Context: an optimization exercise on an open-source flow, tuned for small area and a short achievable clock period. The choices shown serve that exercise and are no tape-out recipe. The RTL was checked by simulation tests, not by an equivalence proof against the original design. No driver is modelled on the clock port, so clocking that relies on it looks cheaper here than on a real chip. Power and IR drop assume default switching activity.

==> inputs of run a <==
## wrapper
module wrapper(sclk,rst_n,ss_n,MOSI,MISO);
   localparam int DATA_SIZE = 8;
localparam int INST_SIZE = 16;
localparam int MEM_DEPTH = 128;
  input sclk, rst_n;
  input ss_n;
  input MOSI;
  output MISO;
  wire [15:0]          hi;
  wire [7:0]           lo;
  wire                 wen, wbit;
  wire [DATA_SIZE-1:0] col;
  spi_slave dut1(sclk,rst_n,ss_n,MOSI,col,MISO,hi,lo,wen,wbit);
  ram dut2(sclk,hi,lo,wen,wbit,col);
endmodule
==> flow/config.mk <==
export PLATFORM = sky130hd
export DESIGN_NAME = wrapper
export DESIGN_NICKNAME = wrapper
export VERILOG_FILES = /design/flow/design.v
export SDC_FILE = /design/flow/constraint.sdc
export NUM_CORES = 4
export LEC_CHECK = 0
export ABC_CLOCK_PERIOD_IN_PS = 2500
export CAP_MARGIN = 20
export CORE_MARGIN = 2
export CORE_UTILIZATION = 70
export PLACE_DENSITY = 0.75
export SETUP_SLACK_MARGIN = 4.5
export SLEW_MARGIN = 20
==> flow/constraint.sdc <==
create_clock -name core_clock -period 7.0 [get_ports {sclk}]
set_input_delay 1.4000 -clock core_clock [delete_from_list [all_inputs] [get_ports {sclk}]]
set_output_delay 1.4000 -clock core_clock [all_outputs]
set_load 0.01 [all_outputs]
standard.sh (not shown) runs the stock make flow with config.mk's settings and CLKGATE_MAP_FILE= SYNTH_SCRIPT=/design/flow/synth_recipe.tcl, a recipe that flattens the netlist after the stock synthesis.
==> flow/flow/run.sh <==
#!/bin/bash
# Standard layout, with clock tree synthesis told to build larger sink
# clusters and to add no dummy loads, and an earlier clock for the
# registers that launch the longest internal paths and a later one for the
# read-out registers (flow/post_cts.tcl).
set -euo pipefail
export CTS_ARGS="-sink_clustering_enable -repair_clock_nets -dont_use_dummy_load -sink_clustering_size 30 -sink_clustering_max_diameter 80"
export POST_CTS_TCL="$(pwd)/flow/post_cts.tcl"
bash standard.sh > standard.log 2>&1
==> flow/flow/post_cts.tcl <==
# Useful skew for register-to-register paths inside the design: the address
# decode registers (hi, lo), the write data and write counter (wd, wcnt) and
# the ring phase (ph) launch the longest internal paths (the read tree into rd
# and the writes into the rings). They take no input port and drive no output
# port. Their clock is taken from the clock tree's root net through buffers
# of their own, one per quadrant around their centre, so it arrives earlier
# than at the leaves of the tree. The read-out registers (rd), which the read
# tree ends in and which feed only the MISO register's logic, take their
# clock one buffer after a leaf of the tree, so it arrives later.
set block [ord::get_db_block]
set root_net [[[$block findInst clkbuf_0_sclk] findITerm X] getNet]
set targets {}
foreach inst [$block getInsts] {
  if {[regexp {^dut1\.(hi|lo|wd|wcnt|ph)\\?\[} [$inst getName]]} { lappend targets $inst }
}
proc centre {insts} {
  set sx 0
  set sy 0
  foreach i $insts {
    set bb [$i getBBox]
    set sx [expr {$sx + ([$bb xMin] + [$bb xMax]) / 2}]
    set sy [expr {$sy + ([$bb yMin] + [$bb yMax]) / 2}]
  }
  return [list [expr {$sx / [llength $insts]}] [expr {$sy / [llength $insts]}]]
}
lassign [centre $targets] cx cy
array set group {}
foreach i $targets {
  set bb [$i getBBox]
  set q [expr {(([$bb xMin] + [$bb xMax]) / 2 >= $cx) + 2 * ((([$bb yMin] + [$bb yMax]) / 2) >= $cy)}]
  lappend group($q) $i
}
set master [[ord::get_db] findMaster sky130_fd_sc_hd__clkbuf_8]
foreach q [array names group] {
  lassign [centre $group($q)] gx gy
  set buf [odb::dbInst_create $block $master clkbuf_early_${q}_sclk]
  $buf setLocation $gx $gy
  $buf setPlacementStatus PLACED
  set net [odb::dbNet_create $block clknet_early_${q}_sclk]
  $net setSigType CLOCK
  [$buf findITerm A] connect $root_net
  [$buf findITerm X] connect $net
  foreach i $group($q) {
    set it [$i findITerm CLK]
    $it disconnect
    $it connect $net
  }
  puts "early clock: [llength $group($q)] registers on clknet_early_${q}_sclk, buffer at $gx $gy"
}
set rds {}
foreach inst [$block getInsts] {
  if {[regexp {^dut1\.rd\\?\[} [$inst getName]]} { lappend rds $inst }
}
set leaf_net [[[lindex $rds 0] findITerm CLK] getNet]
lassign [centre $rds] gx gy
set buf [odb::dbInst_create $block [[ord::get_db] findMaster sky130_fd_sc_hd__clkbuf_8] clkbuf_late_sclk]
$buf setLocation $gx $gy
$buf setPlacementStatus PLACED
set net [odb::dbNet_create $block clknet_late_sclk]
$net setSigType CLOCK
[$buf findITerm A] connect $leaf_net
[$buf findITerm X] connect $net
foreach i $rds {
  set it [$i findITerm CLK]
  $it disconnect
  $it connect $net
}
puts "late clock: [llength $rds] registers on clknet_late_sclk, buffer at $gx $gy, from [$leaf_net getName]"
global_connect
detailed_placement
check_placement -verbose
==> run b: changes against run a <==
==> flow/run.sh (new file) <==
#!/bin/bash
# synth_recipe.tcl (not shown) runs the flow's synth.tcl, then flattens the netlist and writes it again
# the make line also repeats each setting of config.mk as NAME=value (left out here)
make -C /OpenROAD-flow-scripts/flow DESIGN_CONFIG=/design/flow/config.mk WORK_HOME=/design/flow/orfs CLKGATE_MAP_FILE= SYNTH_SCRIPT=/design/flow/synth_recipe.tcl finish
- CORE_UTILIZATION: 70 -> 50
- PLACE_DENSITY: 0.75 -> 0.6
removed: flow/flow/run.sh
removed: flow/flow/post_cts.tcl
removed: flow/standard.sh
==> run c: changes against run a <==
==> flow/flow/run.sh (replaced) <==
#!/bin/bash
# Standard layout, with clock tree synthesis told to build larger sink
# clusters and to add no dummy loads.
set -euo pipefail
export CTS_ARGS="-sink_clustering_enable -repair_clock_nets -dont_use_dummy_load -sink_clustering_size 30 -sink_clustering_max_diameter 80"
bash standard.sh > standard.log 2>&1
- CORE_UTILIZATION: 70 -> 50
- PLACE_DENSITY: 0.75 -> 0.6
removed: flow/flow/post_cts.tcl
==> notes.md <==
* Die Wd at 255 µm
* Hold_ws at 0.334 ns
* Crit path from: dut1.hi[1]$_SDFFCE_PP0P_
* Total power at approximately 15 mW
* First-pass DRT Iterations at 8
* Routed wl met2 at just over 40 mm
* Worst EP required at 7.54 ns
* DR vias/cell at between 6 and 7
* Switching power at 3.61 mW
* Initial Utilization at 50.7%
* Met3 wire length at approximately 9.7 mm
* Metal1 wirelength at 40.1 mm
* Status: finished clean
* Worst path depth at 7
* Crit share post-route at 37.8%
That was run b.
==> notes.md <==
* Status: finished clean
* Post-synth ARST share at 0.736%
* Total power at 11.9 mW
* Initial Utilization at 50.7%
* Met3 wire length at roughly 8.5 mm
* Initial antenna violation count at 0
* Metal1 wirelength at roughly 40 mm
* Worst path depth at 6
* Crit share post-route at between 30% and 40%
* Routed wl met2 at ~41 mm
* DRC Markers at 0
* Placed Cells at 3,181
* Crit path from: dut1.hi[1]$_SDFFCE_PP0P_
* EDFF count, synth at 32
* Hold_ws at 0.295 ns
* DR vias/cell at 6.45
* Switching power at 3.03 mW
That was run c.
==> notes.md <==
* Routing usage on met2 at around 56%
* Cells after synthesis at 2,504
* Total power at 11.9 mW
* Routed wl met2 at 38.7 mm
* Die Wd at 216 µm
* Initial Utilization at ~71%
* Worst EP required at about 5.6 ns
* Switching power at around 3.0 mW
* Crit share post-route at 36.2%
* Hold_ws at 0.288 ns
* Worst path depth at 1
* Status: finished clean
* First-pass DRT Iterations at 9
* Metal1 wirelength at 34.9 mm
* Area delta synth->final at 5.40%
That was run a.

port drivers added, routing unchanged:
The results above use ideal ports. As a check the final layouts listed here were re-extracted and re-timed, cells and wires unchanged. Step 1, drivers: a clkbuf_16 drives sclk and a buf_2 each remaining input, both assumed. Step 2, shift: input delay + t, output delay - t, t = (earliest + latest rising clock arrival at the registers) / 2. This alone moves slack from input paths to output paths. Slacks: ideal ports / drivers / drivers and shift; pairs: ideal ports / drivers.
run | shift t [ns] | setup WS [ns] | hold WS [ns] | latest minus earliest clock arrival (ns) | worst data-port slew with drivers (ns) | pins driven straight from the clock port
run a | 0.645 | 4.468 / 4.406 / 4.610 | 0.288 / 0.288 / 0.288 | 0.490 / 0.490 | 0.03 | 1
run b | 0.726 | 4.355 / 4.355 / 4.355 | 0.334 / 0.334 / 0.334 | 0.031 / 0.031 | 0.03 | 1
run c | 0.666 | 4.306 / 4.306 / 4.306 | 0.295 / 0.295 / 0.295 | 0.066 / 0.066 | 0.03 | 1
In run a the clock reaches the registers at very different times; t lies between them, and the last value is a rough guide only.
